Background: an optimization exercise with open tools, aiming at small area, a short achievable clock period and few clock cycles. Do not read the settings as production practice.
At most, simulation tests tie the RTL to the original design; equivalence was not proved.
Power figures rest on the tool's default switching activity, not on a simulated workload.

==> module vsa16, before the edit <==
module vsa16(clock, rst, PC, instruction, ALUOutput, datain, dataout, wr);
    input         clock;
    input         rst;
    output [11:0] PC;
    input  [15:0] instruction;
    output [15:0] ALUOutput;
    input  [15:0] datain;
    output [15:0] dataout;
    output        wr;
    reg [10:0] pc_q;                 
    reg [15:0] R1, R2, R3;           
    reg [15:0] xa;                   
    reg [15:0] xb;                   
    reg        xc;                   
    reg [3:0]  xf;                   
    reg        x_we;                 
    reg        x_ld;                 
    reg [1:0]  x_rd;
    reg        wr;                   
    reg [1:0]  x_rs2;                
    assign PC = {pc_q, 1'b0};
    wire [16:0] sum17 = {xa, xc} + {xb, xc};
    wire [15:0] sum = sum17[16:1];
    assign ALUOutput = sum;
    wire [15:0] p = xa ^ xb;
    wire [15:0] g = xa & xb;
    wire [15:0] res = ({16{xf[0]}} & sum)
                    | ({16{xf[1]}} & g)
                    | ({16{xf[2]}} & p)
                    | ({16{xf[3]}} & {1'b0, xa[15:1]});
    wire [15:0] wdata = x_ld ? datain : res;
    reg [15:0] sd;
    always @(*) begin
        case (x_rs2)
            2'd1: sd = R1;
            2'd2: sd = R2;
            2'd3: sd = R3;
            default: sd = 16'd0;
        endcase
    end
    assign dataout = sd;
    wire [2:0]  op  = instruction[2:0];
    wire [1:0]  rs1 = instruction[4:3];
    wire [1:0]  rs2 = instruction[6:5];
    wire [1:0]  rd  = instruction[8:7];
    wire [2:0]  fn  = instruction[11:9];    
    wire [15:0] imm = {{7{instruction[15]}}, instruction[15:7]};
    wire is_lw   = op == 3'd0;
    wire is_sw   = op == 3'd1;
    wire is_beqz = op == 3'd2;
    wire is_rr   = op == 3'd3;
    wire is_addi = op == 3'd4;
    wire is_subi = op == 3'd5;
    wire fwd1 = x_we && x_rd == rs1;
    wire fwd2 = x_we && x_rd == rs2;
    reg [15:0] A, B;
    always @(*) begin
        if (fwd1) A = wdata;
        else case (rs1)
            2'd1: A = R1;
            2'd2: A = R2;
            2'd3: A = R3;
            default: A = 16'd0;
        endcase
        if (fwd2) B = wdata;
        else case (rs2)
            2'd1: B = R1;
            2'd2: B = R2;
            2'd3: B = R3;
            default: B = 16'd0;
        endcase
    end
    wire        sub  = is_subi | (is_rr & fn == 3'd1);
    wire [15:0] op2  = is_rr ? B : imm;
    wire [3:0]  f    = {is_rr & fn >= 3'd5, is_rr & (fn == 3'd3 | fn == 3'd4), is_rr & (fn == 3'd2 | fn == 3'd3), ~is_rr | fn <= 3'd1};
    wire [1:0] dest = is_rr ? rd : ((is_lw | is_addi | is_subi) ? rs2 : 2'd0);
    wire        taken = is_beqz & (A == 16'd0);
    wire [10:0] npc   = pc_q + 11'd1;
    wire [10:0] tpc   = pc_q + 11'd1 + imm[10:0];
    always @(posedge clock) begin
        xa    <= A;
        xb    <= sub ? ~op2 : op2;
        xc    <= sub;
        xf    <= f;
        x_ld  <= is_lw;
        x_rd  <= dest;
        x_rs2 <= rs2;
        if (rst) begin
            pc_q <= 11'd0;
            x_we <= 1'b0;
            wr   <= 1'b0;
        end else begin
            pc_q <= taken ? tpc : npc;
            x_we <= dest != 2'd0;
            wr   <= is_sw;
        end
    end
    always @(posedge clock) begin
        if (rst) begin
            R1 <= 16'd0;
            R2 <= 16'd0;
            R3 <= 16'd0;
        end else if (x_we) begin
            if (x_rd == 2'd1) R1 <= wdata;
            if (x_rd == 2'd2) R2 <= wdata;
            if (x_rd == 2'd3) R3 <= wdata;
        end
    end
endmodule
Settings: LEC_CHECK=0, ABC_AREA=1, CAP_MARGIN=20, CORE_MARGIN=2, CORE_UTILIZATION=40, SETUP_SLACK_MARGIN=3.6, SLEW_MARGIN=20; clock period 7.0 ns.
standard.sh (not shown) runs the stock make flow with config.mk's settings and CLKGATE_MAP_FILE= SYNTH_SCRIPT=/design/flow/synth_recipe.tcl, a recipe that flattens the netlist after the stock synthesis.
==> flow/flow/run.sh <==
#!/bin/bash
# Standard ORFS layout (the standard.sh, unchanged synthesis), with two
# placement/sizing settings changed:
#  - port buffers are plain buf cells instead of the platform's default
#    delay-buffer choice;
#  - the resizer may swap cells across footprints (MATCH_CELL_FOOTPRINT=0),
#    so port buffers and other cells can be sized to the timing they see.
# Every tool's output is in orfs/logs/ (one log per ORFS step); make's own
# output is in flow_make.log.
set -euo pipefail
bash standard.sh MATCH_CELL_FOOTPRINT=0 \
  "BUFFER_PORTS_ARGS=-buffer_cell sky130_fd_sc_hd__buf_1" \
  finish > flow_make.log 2>&1
==> next run, changes <==
--- a/flow/design.v
+++ b/flow/design.v
@@ -19,11 +19,22 @@
     reg        wr;                   
     reg [1:0]  x_rs2;                
     assign PC = {pc_q, 1'b0};
-    wire [16:0] sum17 = {xa, xc} + {xb, xc};
-    wire [15:0] sum = sum17[16:1];
-    assign ALUOutput = sum;
     wire [15:0] p = xa ^ xb;
     wire [15:0] g = xa & xb;
+    reg  [15:0] pg, pp;              
+    integer     l, k;
+    always @(*) begin
+        pg = {g[14:0], xc};
+        pp = {p[14:0], 1'b0};
+        for (l = 0; l < 4; l = l + 1)
+            for (k = 15; k >= 0; k = k - 1)
+                if ((k >> l) & 1) begin
+                    pg[k] = pg[k] | (pp[k] & pg[((k >> l) << l) - 1]);
+                    pp[k] = pp[k] & pp[((k >> l) << l) - 1];
+                end
+    end
+    wire [15:0] sum = p ^ pg;
+    assign ALUOutput = sum;
     wire [15:0] res = ({16{xf[0]}} & sum)
                     | ({16{xf[1]}} & g)
                     | ({16{xf[2]}} & p)
What happened: The changed run passed the timing, DRC and antenna checks; clock power goes up by about 2%; worst setup slack got worse by 0.16 ns; cell count went down by 5.1%; area after synthesis shrinks by about 4%; combinational power shrinks by about 1%; utilization goes up by 0.97 points; critical path depth came out lower by 2; clock skew hardly moves; worst hold slack is about the same.
No functional check of the RTL was part of any run of this note.


The RTL this note starts from:
==> flow/design.v <==
module vsa16(clock, rst, PC, instruction, ALUOutput, datain, dataout, wr);
    input         clock;
    input         rst;
    output [11:0] PC;
    input  [15:0] instruction;
    output [15:0] ALUOutput;
    input  [15:0] datain;
    output [15:0] dataout;
    output        wr;
    reg [10:0] pc_q;                 
    reg [15:0] R1, R2, R3;           
    reg [15:0] xp;                   
    reg [15:0] xg;                   
    reg [3:0]  xf;                   
    reg        x_we;                 
    reg        x_ld;                 
    reg [1:0]  x_rd;
    reg        wr;                   
    reg [1:0]  x_rs2;                
    assign PC = {pc_q, 1'b0};
    wire [15:0] p = xp;
    wire [15:0] g = xg;
    reg  [15:0] pg, pp;              
    integer     l, k;
    always @(*) begin
        pg = g;
        pp = p;
        for (l = 0; l < 4; l = l + 1)
            for (k = 15; k >= 0; k = k - 1)
                if ((k >> l) & 1) begin
                    pg[k] = pg[k] | (pp[k] & pg[((k >> l) << l) - 1]);
                    pp[k] = pp[k] & pp[((k >> l) << l) - 1];
                end
    end
    wire [15:0] sum = p ^ {pg[14:0], 1'b0};
    assign ALUOutput = sum;
    wire [15:0] res = ({16{xf[0]}} & sum)
                    | ({16{xf[1]}} & g)
                    | ({16{xf[2]}} & p)
                    | ({16{xf[3]}} & {1'b0, xp[15:1]});
    wire [15:0] wdata = x_ld ? datain : res;
    reg [15:0] sd;
    always @(*) begin
        case (x_rs2)
            2'd1: sd = R1;
            2'd2: sd = R2;
            2'd3: sd = R3;
            default: sd = 16'd0;
        endcase
    end
    assign dataout = sd;
    wire [2:0]  op  = instruction[2:0];
    wire [1:0]  rs1 = instruction[4:3];
    wire [1:0]  rs2 = instruction[6:5];
    wire [1:0]  rd  = instruction[8:7];
    wire [2:0]  fn  = instruction[11:9];    
    wire [15:0] imm = {{7{instruction[15]}}, instruction[15:7]};
    wire is_lw   = op == 3'd0;
    wire is_sw   = op == 3'd1;
    wire is_beqz = op == 3'd2;
    wire is_rr   = op == 3'd3;
    wire is_addi = op == 3'd4;
    wire is_subi = op == 3'd5;
    wire fwd1 = x_we && x_rd == rs1;
    wire fwd2 = x_we && x_rd == rs2;
    reg [15:0] A, B;
    always @(*) begin
        if (fwd1) A = wdata;
        else case (rs1)
            2'd1: A = R1;
            2'd2: A = R2;
            2'd3: A = R3;
            default: A = 16'd0;
        endcase
        if (fwd2) B = wdata;
        else case (rs2)
            2'd1: B = R1;
            2'd2: B = R2;
            2'd3: B = R3;
            default: B = 16'd0;
        endcase
    end
    wire        sub  = is_subi | (is_rr & fn == 3'd1);
    wire        srl  = is_rr & fn >= 3'd5;      
    wire [15:0] op2  = is_rr ? B : imm;
    wire [15:0] op2x = srl ? 16'd0 : sub ? ~op2 : op2;
    wire [15:0] pa   = A ^ op2x;
    wire [15:0] ga   = A & op2x;
    wire [3:0]  f    = {is_rr & fn >= 3'd5, is_rr & (fn == 3'd3 | fn == 3'd4), is_rr & (fn == 3'd2 | fn == 3'd3), ~is_rr | fn <= 3'd1};
    wire [1:0] dest = is_rr ? rd : ((is_lw | is_addi | is_subi) ? rs2 : 2'd0);
    reg za;
    always @(*) begin
        if (fwd1) za = wdata == 16'd0;
        else case (rs1)
            2'd1: za = R1 == 16'd0;
            2'd2: za = R2 == 16'd0;
            2'd3: za = R3 == 16'd0;
            default: za = 1'b1;
        endcase
    end
    wire        taken = is_beqz & za;
    wire [10:0] npc   = pc_q + 11'd1;
    wire [10:0] tpc   = pc_q + 11'd1 + imm[10:0];
    always @(posedge clock) begin
        xp    <= {pa[15:1], pa[0] ^ sub};
        xg    <= {ga[15:1], ga[0] | (pa[0] & sub)};
        xf    <= f;
        x_ld  <= is_lw;
        x_rd  <= dest;
        x_rs2 <= rs2;
        if (rst) begin
            pc_q <= 11'd0;
            x_we <= 1'b0;
            wr   <= 1'b0;
        end else begin
            pc_q <= taken ? tpc : npc;
            x_we <= dest != 2'd0;
            wr   <= is_sw;
        end
    end
    always @(posedge clock) begin
        if (rst) begin
            R1 <= 16'd0;
            R2 <= 16'd0;
            R3 <= 16'd0;
        end else if (x_we) begin
            if (x_rd == 2'd1) R1 <= wdata;
            if (x_rd == 2'd2) R2 <= wdata;
            if (x_rd == 2'd3) R3 <= wdata;
        end
    end
endmodule
export LEC_CHECK = 0
export ABC_AREA = 1
export CAP_MARGIN = 20
export CORE_MARGIN = 2
export CORE_UTILIZATION = 40
export CTS_BUF_LIST = sky130_fd_sc_hd__clkbuf_8
export SETUP_SLACK_MARGIN = 3.6
export SLEW_MARGIN = 20
create_clock -name core_clock -period 7.0 [get_ports {clock}]
Scripts as last shown in full above: flow/flow/run.sh
Testbench counts at the start, summed over its fixed seeds: cycles 22,626.
Rerun with:
--- a/flow/design.v
+++ b/flow/design.v
@@ -62,23 +62,9 @@
     wire is_addi = op == 3'd4;
     wire is_subi = op == 3'd5;
-    wire fwd1 = x_we && x_rd == rs1;
-    wire fwd2 = x_we && x_rd == rs2;
-    reg [15:0] A, B;
-    always @(*) begin
-        if (fwd1) A = wdata;
-        else case (rs1)
-            2'd1: A = R1;
-            2'd2: A = R2;
-            2'd3: A = R3;
-            default: A = 16'd0;
-        endcase
-        if (fwd2) B = wdata;
-        else case (rs2)
-            2'd1: B = R1;
-            2'd2: B = R2;
-            2'd3: B = R3;
-            default: B = 16'd0;
-        endcase
-    end
+    wire [15:0] E1 = (x_we && x_rd == 2'd1) ? wdata : R1;
+    wire [15:0] E2 = (x_we && x_rd == 2'd2) ? wdata : R2;
+    wire [15:0] E3 = (x_we && x_rd == 2'd3) ? wdata : R3;
+    wire [15:0] A = ({16{rs1 == 2'd1}} & E1) | ({16{rs1 == 2'd2}} & E2) | ({16{rs1 == 2'd3}} & E3);
+    wire [15:0] B = ({16{rs2 == 2'd1}} & E1) | ({16{rs2 == 2'd2}} & E2) | ({16{rs2 == 2'd3}} & E3);
     wire        sub  = is_subi | (is_rr & fn == 3'd1);
     wire        srl  = is_rr & fn >= 3'd5;      
@@ -89,14 +75,5 @@
     wire [3:0]  f    = {is_rr & fn >= 3'd5, is_rr & (fn == 3'd3 | fn == 3'd4), is_rr & (fn == 3'd2 | fn == 3'd3), ~is_rr | fn <= 3'd1};
     wire [1:0] dest = is_rr ? rd : ((is_lw | is_addi | is_subi) ? rs2 : 2'd0);
-    reg za;
-    always @(*) begin
-        if (fwd1) za = wdata == 16'd0;
-        else case (rs1)
-            2'd1: za = R1 == 16'd0;
-            2'd2: za = R2 == 16'd0;
-            2'd3: za = R3 == 16'd0;
-            default: za = 1'b1;
-        endcase
-    end
+    wire za = (rs1 == 2'd0) | (rs1 == 2'd1 & E1 == 16'd0) | (rs1 == 2'd2 & E2 == 16'd0) | (rs1 == 2'd3 & E3 == 16'd0);
     wire        taken = is_beqz & za;
     wire [10:0] npc   = pc_q + 11'd1;
Outcome: Utilization is higher by 2.0 points. Setup slack got worse by 0.016 ns. Wire length is higher by 6.3%. Power is higher by 10%. Die area is lower by 3.3%.
For the second run of this note, only the layout was checked, not whether the RTL still works.

-- static timing again, ports no longer ideal --
In the flow no input, the clock included, has a driving cell. The finished layouts below were timed again as built, in two steps.
Step 1 assumes that a clkbuf_16 drives the clock port and a buf_2 every other input.
Step 2 adds t to the input delays and takes it off the output delays; t is the mean of the earliest and latest rising clock arrival at the registers after step 1. Input paths then give back, and output paths get back, about the clock's delay inside the block.
a / b / c = ideal / step 1 / step 2; a / b = the first two.
run | t (ns) | slack for setup (ns) | hold slack, ns
the first run of note 1 | 0.393 | 3.613 / 3.570 / 3.408 | 0.544 / 0.544 / 0.544
the second run of note 1 | 0.384 | 3.451 / 3.411 / 3.420 | 0.544 / 0.544 / 0.544
the first run of note 2 | 0.427 | 3.671 / 3.632 / 3.329 | 0.555 / 0.555 / 0.555
the second run of note 2 | 0.432 | 3.655 / 3.613 / 3.301 | 0.507 / 0.507 / 0.507
After both steps every run listed still meets setup and hold. For the second run of note 2, which loses most, drivers alone change the setup slack by -0.042 ns; drivers and shift together by -0.354 ns.
